From an optimization exercise on the open Yosys and OpenROAD flow, aimed at small area and a short achievable clock period; shortcuts taken in it are not production practice. The RTL was checked by simulation tests, not by an equivalence proof against the original design. Power is estimated from default activity; no workload was simulated.

Setup of try-tundra:
// Processor
module Processor(clk, rst, interrupt, in_port, imem_addr, imem_data, dmem_re, dmem_we, dmem_addr, dmem_wdata, dmem_rdata, out_valid, out_port);
    input clk, rst, interrupt;
    input [15:0] in_port;
    output [31:0] imem_addr;
    input  [15:0] imem_data;
    output dmem_re, dmem_we;
    output [10:0] dmem_addr;
    output [15:0] dmem_wdata;
    input  [15:0] dmem_rdata;
    output out_valid;
    output [15:0] out_port;
    reg [31:0] pc;
    reg [31:0] ret;           
    reg [15:0] sp;
    reg        fC, fN, fZ;    
    reg        zpend;         
    reg [1:0]  int_st;
    reg [2:0]  ret_st, reti_st;
    reg [15:0] rf [0:7];
    reg        fd_int;
    reg [15:0] fd_instr;
    reg [31:0] fd_pc;         
    reg        de_mr, de_mw;
    reg [1:0]  de_as;
    reg [2:0]  de_ds;
    reg [1:0]  de_bt;
    reg        de_call;
    reg        de_sum, de_pass, de_not, de_or, de_and, de_shl, de_shr;
    reg        de_yuse, de_yinv, de_yones, de_cin;
    reg        de_fcout, de_fncout, de_fsetc, de_fkeep;
    reg        de_fe;
    reg        de_spw, de_fw, de_wbsel, de_rw;
    reg [1:0]  de_plh;
    reg        de_out;
    reg        de_fa, de_fb;  
    reg [15:0] de_x, de_y;    
    reg [3:0]  de_sh;
    reg [2:0]  de_dst;
    reg        em_re, em_we;
    reg [10:0] em_addr;
    reg [15:0] em_wd;
    reg [15:0] em_alu;
    reg        em_spw, em_fw, em_wbsel, em_rw;
    reg [1:0]  em_plh;
    reg [2:0]  em_dst;
  ...
Size: about 2400 cells after synthesis, about 440 flip-flops, about 130 I/O pins, roughly 23000 µm² of cells after synthesis.
make LEC_CHECK=0 CAP_MARGIN=20 CORE_MARGIN=2 CORE_UTILIZATION=40 PLACE_DENSITY=0.6 SLEW_MARGIN=20 finish   # period 12.0 ns
run.sh (not shown) runs the stock make flow with config.mk's settings and CLKGATE_MAP_FILE= SYNTH_SCRIPT=/design/flow/synth_recipe.tcl, a recipe that flattens the netlist after the stock synthesis.
--- input diff try-tundra..try-garnet ---
--- a/flow/design.v
+++ b/flow/design.v
@@ -13,14 +13,15 @@
     reg [31:0] ret;           
     reg [15:0] sp;
     reg        fC, fN, fZ;    
     reg        zpend;         
     reg [1:0]  int_st;
     reg [2:0]  ret_st, reti_st;
     reg [15:0] rf [0:7];
+    reg [7:0]  rf_valid;      
     reg        fd_int;
     reg [15:0] fd_instr;
     reg [31:0] fd_pc;         
     reg        de_mr, de_mw;
     reg [1:0]  de_as;
     reg [2:0]  de_ds;
     reg [1:0]  de_bt;
@@ -130,16 +131,16 @@
         end
     end
     wire hazard_pop = (ret_st == 3'd0) && (reti_st == 3'd0);
     wire load_use = de_mr && ((de_dst == f_src) || (de_dst == f_dst)) && hazard_pop;
     wire sel = BRANCH || load_use;
     wire special = |int_st || fd_int || |ret_st || |reti_st || de_call || opcode == 6'b100110 || opcode == 6'b100111;
     wire swap = !special && (opcode == 6'b000011 || opcode == 6'b000100 || opcode == 6'b000101 || opcode == 6'b001100);
-    wire [15:0] rs = rf[f_src];
-    wire [15:0] ry = rf[f_dst];
+    wire [15:0] rs = rf_valid[f_src] ? rf[f_src] : 16'b0;
+    wire [15:0] ry = rf_valid[f_dst] ? rf[f_dst] : 16'b0;
     wire spw_c = WBc[5];
     wire xf_em = ((swap ? f_dst == de_dst : f_src == de_dst) && de_rw) || (spw_c && de_spw);
     wire xf_mw = (swap ? f_dst == em_dst : f_src == em_dst) && em_rw;
     wire xf_sp = spw_c && em_spw;
     wire y_raw = (EXc[11:10] != 2'b00) || (MEMc[2:0] >= 3'd3);
     wire yf_em = f_dst == de_dst && de_rw && !y_raw;
     wire yf_mw = f_dst == em_dst && em_rw && !y_raw;
@@ -237,37 +238,39 @@
     wire pc_en = pcE && !load_use;
     wire fd_en = fdE && !load_use;
     wire [15:0] instr = (flush || BRANCH) ? 16'b0 : imem_data;
     assign imem_addr = pc;
     always @(posedge clk) begin
         if (rst) begin
             pc <= 32'd32;
-            ret[31:16] <= 16'b0;
+            ret <= 32'b0;
             sp <= 16'd2047;
             fC <= 1'b0; fN <= 1'b0; fZ <= 1'b0; zpend <= 1'b0;
             int_st <= 2'b0; ret_st <= 3'b0; reti_st <= 3'b0;
+            rf_valid <= 8'b0;
             fd_int <= 1'b0; fd_instr[15:10] <= 6'b0;
             de_mr <= 1'b0; de_mw <= 1'b0; de_bt <= 2'b0; de_call <= 1'b0; de_fe <= 1'b0;
             de_spw <= 1'b0; de_fw <= 1'b0; de_wbsel <= 1'b0; de_rw <= 1'b0; de_plh <= 2'b0; de_out <= 1'b0;
             em_re <= 1'b0; em_we <= 1'b0; em_spw <= 1'b0; em_fw <= 1'b0; em_wbsel <= 1'b0; em_rw <= 1'b0;
             em_plh <= 2'b0; em_out <= 1'b0;
             mw_fw <= 1'b0; mw_out <= 1'b0;
         end else begin
             if (pc_en) pc <= pc_in;
-            if (em_plh == 2'b10) ret[31:16] <= wdn;
+            if (em_plh[1]) ret <= em_plh[0] ? {ret[31:16], wdn} : {wdn, 16'b0};
             sp <= sp_n;
             if (em_fw) begin
                 {fC, fN, fZ} <= wdn[2:0];
                 zpend <= 1'b0;
             end else begin
                 if (alu_fw) begin fC <= aC; fN <= aN; end
                 fZ <= Z;
                 zpend <= alu_fw && !de_fkeep;
             end
             int_st <= int_n; ret_st <= ret_n; reti_st <= reti_n;
+            if (em_rw) rf_valid[em_dst] <= 1'b1;
             if (fd_en) begin
                 fd_int <= interrupt;
                 fd_instr[15:10] <= instr[15:10];
             end
             de_mr <= sel ? 1'b0 : MEMc[6];
             de_mw <= sel ? 1'b0 : MEMc[5];
             de_bt <= sel ? 2'b0 : EXc[11:10];
@@ -282,22 +285,16 @@
             em_re <= de_mr;
             em_we <= de_mw & ~de_mr;
             em_spw <= de_spw; em_fw <= de_fw; em_wbsel <= de_wbsel; em_rw <= de_rw;
             em_plh <= de_plh; em_out <= de_out;
             mw_fw <= em_fw; mw_out <= em_out;
         end
     end
-    wire [15:0] rf_d = rst ? 16'b0 : wdn;
-    wire [7:0]  rf_we = rst ? 8'hff : (em_rw ? (8'b1 << em_dst) : 8'b0);
-    integer ri;
-    always @(posedge clk)
-        for (ri = 0; ri < 8; ri = ri + 1)
-            if (rf_we[ri]) rf[ri] <= rf_d;
     always @(posedge clk) begin
-        if (em_plh == 2'b11) ret[15:0] <= wdn;
+        if (em_rw) rf[em_dst] <= wdn;
         if (fd_en) begin
             fd_instr[9:0] <= instr[9:0];
             fd_pc <= {pc[31:16], (interrupt || instr[15:10] == 6'b100101) ? pc[15:0] : in_port};
         end
         de_sum <= c_sum;
         de_pass <= aen && (aop == 4'd4 || aop == 4'd12);
         de_not <= aen && aop == 4'd5;
## What came out
Compared with try-tundra, try-garnet shows a actual slew at the worst max-slew pin that is 0.13 ns lower. Relative to try-tundra, the synthesized flop and latch total measured on try-garnet has increased by a few percent. Looking at global-route usage, try-garnet sits 0.83 points below try-tundra. In try-garnet the layout filler cell count turned out 81 lower than in try-tundra. try-garnet vs try-tundra: post-placement cell area up in try-garnet. Hold buffer count at CTS came out exactly the same in try-garnet and try-tundra. Total detailed-routing wirelength: try-garnet and try-tundra compared, higher one is try-tundra. Fraction of met2 tracks used by global routing came out lower on try-garnet than on try-tundra. Area growth from synthesis to final layout (try-garnet over try-tundra): increase, 1.2 points. Looking at power in combinational cells, try-garnet sits about 30% lower than try-tundra does. Taking try-tundra as 1.0, try-garnet lands at 1.05 on clock power.

separate check: timing with driven ports:
The flow's constraints put no driver on any port. The routed layouts listed below were extracted and timed again, unchanged, in two steps.
Step 1: set_driving_cell puts a clkbuf_16 on clk and a buf_2 on each other input, an assumption about the parent block.
Step 2, shift: input delay + t, output delay - t, t = (earliest + latest rising clock arrival at the registers) / 2. This alone moves slack from input paths to output paths.
Slacks: ideal / step 1 / step 2; pairs: ideal / step 1.
run	t, ns	slack for setup (ns)	worst hold slack (ns)	worst setup path at the end	latest minus earliest clock arrival (ns)
try-tundra	0.661	7.151 / 7.151 / 6.828	0.391 / 0.391 / 0.391	input to register	0.022 / 0.022
try-garnet	0.659	7.190 / 7.225 / 6.566	0.340 / 0.340 / 0.340	input to register	0.041 / 0.041
After both steps every run listed still meets setup and hold. The setup slack of try-garnet, which loses most, moves by +0.035 ns with the drivers and by -0.624 ns with both steps.
